This design comes from an exercise in tuning for small area on the open sky130 flow, not from production work.
In this exercise RTL edits were held to simulation tests only and were not proved equivalent to the original.

**flow/flow/run.sh**
```bash
#!/bin/bash
# The standard ORFS layout with three changes:
#  - synthesis maps with an area-oriented ABC script (flow/abc_area.script);
#    the design's small leaf modules are kept apart by SYNTH_HIERARCHICAL,
#    and the netlist is flattened and renamed as synth_recipe.tcl does;
#  - the port buffers are made from the smallest buffer cell;
#  - power (and with it area) recovery after global routing;
#  - a clock tree with fewer, larger sink clusters and no dummy loads.
# make's full output goes to standard.log; each ORFS step logs under orfs/logs.
set -euo pipefail
here=$(pwd)
{
  head -n 1 synth_recipe.tcl
  cat <<EOT
proc abc {args} {
  set i [lsearch -exact \$args -script]
  if {\$i >= 0} { lset args [expr {\$i + 1}] $here/flow/abc_area.script }
  yosys abc {*}\$args
}
EOT
  tail -n +2 synth_recipe.tcl
} > my_synth.tcl
sed "s#SYNTH_SCRIPT=[^ ]*#SYNTH_SCRIPT=$here/my_synth.tcl#" standard.sh > my_standard.sh
grep -q "SYNTH_SCRIPT=$here/my_synth.tcl" my_standard.sh
bash my_standard.sh \
  BUFFER_PORTS_ARGS="-buffer_cell sky130_fd_sc_hd__buf_1" \
  RECOVER_POWER=100 \
  CTS_ARGS="-sink_clustering_enable -repair_clock_nets -dont_use_dummy_load -buf_list sky130_fd_sc_hd__clkbuf_8 -sink_clustering_size 24 -sink_clustering_max_diameter 120" \
  finish > standard.log 2>&1
```
**flow/flow/abc_area.script**
```
strash
dch
amap
topo
stime -c
```
**flow/standard.sh**
```bash
#!/bin/bash
# synth_recipe.tcl (not shown) runs the flow's synth.tcl, then flattens the netlist and writes it again
# the make line also repeats each setting of config.mk as NAME=value (left out here)
make -C /OpenROAD-flow-scripts/flow DESIGN_CONFIG=/design/flow/config.mk WORK_HOME=/design/flow/orfs CLKGATE_MAP_FILE= SYNTH_SCRIPT=/design/flow/synth_recipe.tcl "${@:-finish}"
```
**flow/config.mk**
```make
export PLATFORM = sky130hd
export DESIGN_NAME = alu_64
export DESIGN_NICKNAME = alu_64
export VERILOG_FILES = /design/flow/design.v
export SDC_FILE = /design/flow/constraint.sdc
export NUM_CORES = 4
export LEC_CHECK = 0
export CAP_MARGIN = 35
export CORE_MARGIN = 2
export CORE_UTILIZATION = 30
export CTS_BUF_LIST = sky130_fd_sc_hd__clkbuf_8
export SETUP_SLACK_MARGIN = 0.2
export SLEW_MARGIN = 30
export SYNTH_HIERARCHICAL = 1
export SYNTH_MINIMUM_KEEP_SIZE = 0
```
**flow/constraint.sdc**
```tcl
create_clock -name core_clock -period 8.0 [get_ports {clk}]
set_input_delay 1.6000 -clock core_clock [delete_from_list [all_inputs] [get_ports {clk}]]
set_output_delay 1.6000 -clock core_clock [all_outputs]
set_load 0.01 [all_outputs]
```
**flow/design.v**
```verilog
`timescale 1ns / 1ps
module alu_omux (input s, input sn, input x, input y, output z);
	assign z = ~((sn | x) & (s | y));
endmodule
module alu_xor2 (input a, input b, output y);
	assign y = a ^ b;
endmodule
module alu_xnor2 (input a, input b, output y);
	assign y = ~(a ^ b);
endmodule
module alu_nand2 (input a, input b, output y);
	assign y = ~(a & b);
endmodule
module alu_nor2 (input a, input b, output y);
	assign y = ~(a | b);
endmodule
module alu_and2 (input a, input b, output y);
	assign y = a & b;
endmodule
module alu_inv (input a, output y);
	assign y = ~a;
endmodule
module alu_a21oi (input a1, input a2, input b1, output y);
	assign y = ~((a1 & a2) | b1);
endmodule
module alu_o21ai (input a1, input a2, input b1, output y);
	assign y = ~((a1 | a2) & b1);
endmodule
module alu_blk8 (input [7:0] pn, input [7:0] gn, input cin, input cinn, output [7:1] cx, output G, output P);
	wire g10, p10, g32, p32, g54, p54, g76, p76;
	wire g30n, p30n, g74n, p74n, c4, c4n;
	alu_o21ai u_g10 (.a1(pn[1]), .a2(gn[0]), .b1(gn[1]), .y(g10));
	alu_nor2  u_p10 (.a(pn[1]), .b(pn[0]), .y(p10));
	alu_o21ai u_g32 (.a1(pn[3]), .a2(gn[2]), .b1(gn[3]), .y(g32));
	alu_nor2  u_p32 (.a(pn[3]), .b(pn[2]), .y(p32));
	alu_o21ai u_g54 (.a1(pn[5]), .a2(gn[4]), .b1(gn[5]), .y(g54));
	alu_nor2  u_p54 (.a(pn[5]), .b(pn[4]), .y(p54));
	alu_o21ai u_g76 (.a1(pn[7]), .a2(gn[6]), .b1(gn[7]), .y(g76));
	alu_nor2  u_p76 (.a(pn[7]), .b(pn[6]), .y(p76));
	alu_a21oi u_g30 (.a1(p32), .a2(g10), .b1(g32), .y(g30n));
	alu_nand2 u_p30 (.a(p32), .b(p10), .y(p30n));
	alu_a21oi u_g74 (.a1(p76), .a2(g54), .b1(g76), .y(g74n));
	alu_nand2 u_p74 (.a(p76), .b(p54), .y(p74n));
	alu_o21ai u_G (.a1(p74n), .a2(g30n), .b1(g74n), .y(G));
	alu_nor2  u_P (.a(p74n), .b(p30n), .y(P));
	alu_o21ai u_c1 (.a1(pn[0]), .a2(cinn), .b1(gn[0]), .y(cx[1]));
	alu_a21oi u_c2 (.a1(p10), .a2(cin), .b1(g10), .y(cx[2]));
	alu_o21ai u_c3 (.a1(pn[2]), .a2(cx[2]), .b1(gn[2]), .y(cx[3]));
	alu_o21ai u_c4 (.a1(p30n), .a2(cinn), .b1(g30n), .y(c4));
	alu_inv   u_c4n (.a(c4), .y(c4n));
	assign cx[4] = c4n;
	alu_o21ai u_c5 (.a1(pn[4]), .a2(c4n), .b1(gn[4]), .y(cx[5]));
	alu_a21oi u_c6 (.a1(p54), .a2(c4), .b1(g54), .y(cx[6]));
	alu_o21ai u_c7 (.a1(pn[6]), .a2(cx[6]), .b1(gn[6]), .y(cx[7]));
endmodule
module alu_o221ai (input a1, input a2, input b1, input b2, input c1, output y);
	assign y = ~((a1 | a2) & (b1 | b2) & c1);
endmodule
module alu_a22oi (input a1, input a2, input b1, input b2, output y);
	assign y = ~((a1 & a2) | (b1 & b2));
endmodule
module alu_64 (
	input		[63:0]	A,
	input		[63:0]	B,
	output reg	[63:0]	Z,
	output reg			overflow,
	input		[3:0]	aluctrl,
	input 		[63:0]	cmp_val,
	input		clk,
	input		reset
	);
	wire	[15:0]	dec = 16'b1 << aluctrl;
	wire	run = ~reset;
	wire	sub = dec[1];
	wire	inv = dec[1] | dec[4];		 
	wire	kA = run & (dec[0] | dec[1]);	 
	wire	kG = run & (dec[2] | dec[3]);	 
	wire	kP = run & (dec[3] | dec[4]);	 
	wire	kS = run & (dec[6] | dec[7]);	 
	wire	kE = run & dec[5];
	wire	kE16 = run & dec[8];
	wire	kT = run & (dec[9] | dec[10]);
	wire	left = ~(aluctrl[3] ^ aluctrl[0]);	 
	wire	leftn = ~left;
	wire	[5:0]	sa = B[5:0];
	wire	[5:0]	san = ~B[5:0];
	genvar i, j, k;
	wire	[63:0]	bx, pn, gn;
	generate for (i = 0; i < 64; i = i + 1) begin : g_pg
		alu_xor2 u_bx (.a(B[i]), .b(inv), .y(bx[i]));
		alu_xnor2 u_p (.a(A[i]), .b(bx[i]), .y(pn[i]));
		alu_nand2 u_g (.a(A[i]), .b(bx[i]), .y(gn[i]));
	end endgenerate
	wire	[64:0]	cx;
	wire	[8:0]	cn;	 
	wire	[7:0]	G, P;
	assign cx[0] = sub;
	assign cn[0] = ~sub;
	generate for (j = 0; j < 8; j = j + 1) begin : g_blk
		alu_blk8 u_b (.pn(pn[8*j+7:8*j]), .gn(gn[8*j+7:8*j]), .cin(cx[8*j]), .cinn(cn[j]),
			.cx(cx[8*j+7:8*j+1]), .G(G[j]), .P(P[j]));
		alu_a21oi u_cn (.a1(P[j]), .a2(cx[8*j]), .b1(G[j]), .y(cn[j+1]));
		alu_inv u_c (.a(cn[j+1]), .y(cx[8*j+8]));
	end endgenerate
	wire	[63:0]	y;
	generate for (i = 0; i < 64; i = i + 1) begin : g_sum
		if (i % 2 == 1 || i % 8 == 0) begin : g_t
			alu_xnor2 u_s (.a(pn[i]), .b(cx[i]), .y(y[i]));
		end else begin : g_n
			alu_xor2 u_s (.a(pn[i]), .b(cx[i]), .y(y[i]));
		end
	end endgenerate
	wire	[7*64-1:0]	st;	 
	wire	[63:0]	t;
	generate for (i = 0; i < 64; i = i + 1) begin : g_rin
		alu_omux u (.s(left), .sn(leftn), .x(A[63-i]), .y(A[i]), .z(st[64*(0) + i]));
	end endgenerate
	generate for (k = 0; k < 6; k = k + 1) begin : g_st
		for (i = 0; i < 64; i = i + 1) begin : g_b
			if (i + (1 << k) < 64) begin : g_m
				alu_omux u (.s(sa[k]), .sn(san[k]), .x(st[64*(k) + i + (1 << k)]), .y(st[64*(k) + i]), .z(st[64*(k+1) + i]));
			end else if (k % 2 == 0) begin : g_z0
				assign st[64*(k+1) + i] = ~(sa[k] | st[64*(k) + i]);
			end else begin : g_z1
				assign st[64*(k+1) + i] = ~(san[k] & st[64*(k) + i]);
			end
		end
	end endgenerate
	generate for (i = 0; i < 64; i = i + 1) begin : g_rout
		alu_omux u (.s(left), .sn(leftn), .x(st[64*(6) + 63-i]), .y(st[64*(6) + i]), .z(t[i]));
	end endgenerate
	wire	[63:0]	te;
	generate for (i = 0; i < 64; i = i + 1) begin : g_teq
		alu_xnor2 u (.a(t[i]), .b(cmp_val[i]), .y(te[i]));
	end endgenerate
	wire	teq = &te;
	wire	eq = &pn;		 
	wire	eq16 = &pn[15:0];
	wire	kPn = ~kP;
	wire	kGn = ~kG;
	wire	[63:0]	w, r;
	generate for (i = 0; i < 64; i = i + 1) begin : g_z
		alu_a22oi u_w (.a1(kA), .a2(y[i]), .b1(kS), .b2(t[i]), .y(w[i]));
		alu_o221ai u_r (.a1(kPn), .a2(pn[i]), .b1(kGn), .b2(gn[i]), .c1(w[i]), .y(r[i]));
	end endgenerate
	always @(posedge clk) begin
		Z <= {r[63:1], r[0] | (kE & eq) | (kE16 & eq16) | (kT & teq)};
		overflow <= kA & (cx[63] ^ cx[64]);
	end
endmodule
```
==> reports/results.ini <==
[synthesis]
async_flop_share = 0
syn-num-nets = 1754
synth.ff_latch_count = 65
syn_area_um2 = 9230
ys_seq_area_frac = 0.141
yosys_most_used_dff = dfxtp_1
synth-edff-count = 0
synth_cells = 1556
avgSynthCellArea_um2 = 5.93
yosys_warnings = 7
synth.distinct_cells = 17

[grt]
grt_pass1_vias = 12200
grt_max_degree = 129
grt_use_total = 0.283
antenna_found_initial = 0
gr-total-overflow = 0
grt_pass1_wl_um = 70300

[timing]
tns_ns = 0
slew_headroom = 0.215
finalCritPeriodShare = 0.939
drv_slew = 0
finalHoldViolations = 0
setup_viol = 0
period_needed_ns = 7.51
fmax_mhz = 133
rsz0062_at_grt = false
worst_pin_slew_ns = 1.17

[finish]
postLayoutCoreUtil = 0.377
fin_area_um2 = 11500
num_antenna_cells = 0
drive_gt1_frac = 0.0515
final_cells = 2298
nets = 2102
fillers = 3437
area_delta_synth_final_pct = 24.4

[power_and_ir_drop]
totalPowerFinal_mw = 1.54
power_density_nw_per_um2 = 134
peakVddDrop_uv = 69.5
p_leak_nw = 3.57

[clocking]
cts_resized = 0
clockRootBuffer = clkbuf_8
post_cts.repair.setup_buffers = 0
cts_tree = built
cts_hold_buffers = 0
path_clk_slew_ns = 0.07
cts_buffers = 9
clockBufferDepth = 2
clock_sinks = 65
htreeDepth = 3

[placement]
gp_congestion = 1.01
placement.cell_area_um2 = 11400
hpwlAfterDp_um = 36600
portBuffers = 262
dpl.cell_count = 2289

[routing]
dr.pass1.iters = 5
dr_total_vias = 14300
drtIter0Drc = 1547
route.antenna.remaining_nets = 0
viasPerCell = 6.21
routed_wl_um = 47100
remaining_drc_errors = 0
wire_per_inst_um = 20.5

[worst_hold_path]
hold_path.class = input pin to flip-flop
hold_path_startpoint = reset
whs_path_depth = 2
hold_end = Z[0]$_DFF_P_

[die]
start_util = 0.303
die_area_um2 = 32200
ioPinCount = 263
core_um2 = 30400
row_count = 64
die_w_um = 179
die_h_um = 179

[setup_path]
end_kind = flip-flop
worstPathArrival_ns = 7.82
path_max_fanout = 52
start_kind = input pin
path_class = input pin to flip-flop
crit_required_ns = 8.30

[outcome]
outcome = complete, no violations

[flow_run]
cap_violations = 0

[metal layers]
| metal | vias up | share of wire | global-route usage |
|---|---|---|---|
| li1 | 7100 | - | - |
| met1 | 6461 | 0.44 | 0.399 |
| met2 | 638 | 0.45 | 0.446 |
| met3 | 71 | 0.083 | 0.0312 |
| met4 | 0 | 0.029 | 0.0941 |
| met5 | - | 0 | 0 |
[state kept, by name (all words and copies together) (netlist names)]
| signal | flops |
|---|---|
| Z | 64 |
| overflow | 1 |
[Yosys cell counts (all sizes together), types with 4 or more instances]
| library cell | n | area (um^2) |
|---|---|---|
| nor2 | 150 | 563 |
| o22ai | 450 | 2820 |
| o221ai | 64 | 561 |
| buf | 8 | 60.1 |
| nor3 | 4 | 20.0 |
| dfxtp | 65 | 1300 |
| a21oi | 128 | 641 |
| nor4 | 11 | 68.8 |
| o21ai | 250 | 1250 |
| nand4 | 35 | 219 |
| nand2 | 294 | 1100 |
| a22oi | 64 | 480 |
| clkinv | 29 | 109 |
[cell families after synthesis]
family	count (synthesis)	synth area share
buf+inv	37	0.0183
flops	65	0.141
compound gates	960	0.627
simple gates	494	0.214
[worst max-delay path by stage]
stage                     to  depth (start not counted)  startpoint  slack (ns)
6_report        Z[0]$_DFF_P_                         20  aluctrl[3]        0.49
5_1_grt         Z[0]$_DFF_P_                         20  aluctrl[3]        0.18
4_1_cts        Z[63]$_DFF_P_                         36  aluctrl[0]        1.18
3_5_place_dp   Z[63]$_DFF_P_                         36  aluctrl[0]        0.84
3_3_place_gp   Z[63]$_DFF_P_                         36  aluctrl[0]        1.03
2_1_floorplan   Z[0]$_DFF_P_                         16  aluctrl[3]       -0.70
[cell type report]
cell class                      instances  area, um^2  area share
Sequential cell                        65        1300       0.113
Clock buffer                            9         124      0.0108
Timing Repair Buffer                  345        1620       0.142
Tap cell                              396         495      0.0432
Multi-Input combinational cell       1454        7790       0.679
Inverter                               29         141      0.0123
[modules after synthesis, one instance, submodules excluded, a selection]
| module | copies in the design | flops+latches |
|---|---|---|
| alu_nand2 | 80 | 0 |
| alu_o21ai | 80 | 0 |
| alu_64 | 1 | 65 |
| alu_blk8 | 8 | 0 |
| alu_inv | 16 | 0 |
| alu_omux | 449 | 0 |
| alu_a21oi | 40 | 0 |
| alu_nor2 | 40 | 0 |
| alu_xor2 | 88 | 0 |
| alu_o221ai | 64 | 0 |
[critical path, stage by stage]
cell        delay, ns
buf_1            0.13
buf_4            0.23
clkinv_16        0.06
o22ai_1          0.33
clkinvlp_2       1.04
buf_12           0.54
clkbuf_1         0.22
o22ai_1          0.28
o22ai_1          0.16
o22ai_1          0.39
o22ai_1          0.19
o22ai_1          0.33
o22ai_1          0.20
o22ai_1          0.31
o22ai_1          0.24
o21ai_0          0.23
nand4_1          0.19
nor4_1           0.47
nand4_1          0.34
o31ai_1          0.32
[placed cells by master (no fill, tap or decap), types with 2 or more instances in the layout]
master    netlist  layout
buf_12          0       3
o22ai_1       450     450
clkbuf_1        0       7
clkinv_1       29      25
buf_4           8      69
nand4_1        35      35
o21ai_0       250     197
o21ai_4         0       2
o21ai_1         0      51
a21oi_1       128     128
clkbuf_2        0       5
buf_1           0     257
nor2_1        150     150
clkbuf_8        0       9
a22oi_1        64      64
clkbuf_4        0       4
nand2_1       294     294
dfxtp_1        65      65
o221ai_1       64      64
nor3_1          4       3
nor4_1         11      10
[power breakdown]
group	switching (mW)	internal [mW]	total, mW
Combinational	0.629	0.322	0.951
Sequential	0.00666	0.347	0.353
Clock	0.136	0.100	0.236
Total	0.771	0.769	1.54
[stage by stage]
step	setup WS [ns]	hold WS, ns
global route	0.179	1.61
finish	0.486	1.60
detailed placement	0.838	1.99
CTS	1.18	1.58
global placement	1.03	1.97
floorplan	-0.698	1.69

port drivers added, routing unchanged:
How much do the figures lean on ideal ports? The routed layout below was timed once more, with nothing changed but the port constraints.
Step 1 (the two cells are an assumption about what drives the block):
set clk [get_ports {clk}]
set_driving_cell -lib_cell sky130_fd_sc_hd__clkbuf_16 $clk
set_driving_cell -lib_cell sky130_fd_sc_hd__buf_2 [delete_from_list [all_inputs] $clk]
Step 2, shift: input delay + t, output delay - t, t = (earliest + latest rising clock arrival at the registers) / 2. This alone moves slack from input paths to output paths.
a / b / c = ideal / step 1 / step 2; a / b = the first two.
t (ns): 0.436
setup slack, ns: 0.486 / 0.506 / 0.070
worst setup path at the end: input to register
After both steps this run still meets setup and hold. For this run, drivers alone change the setup slack by +0.020 ns; drivers and shift together by -0.416 ns.
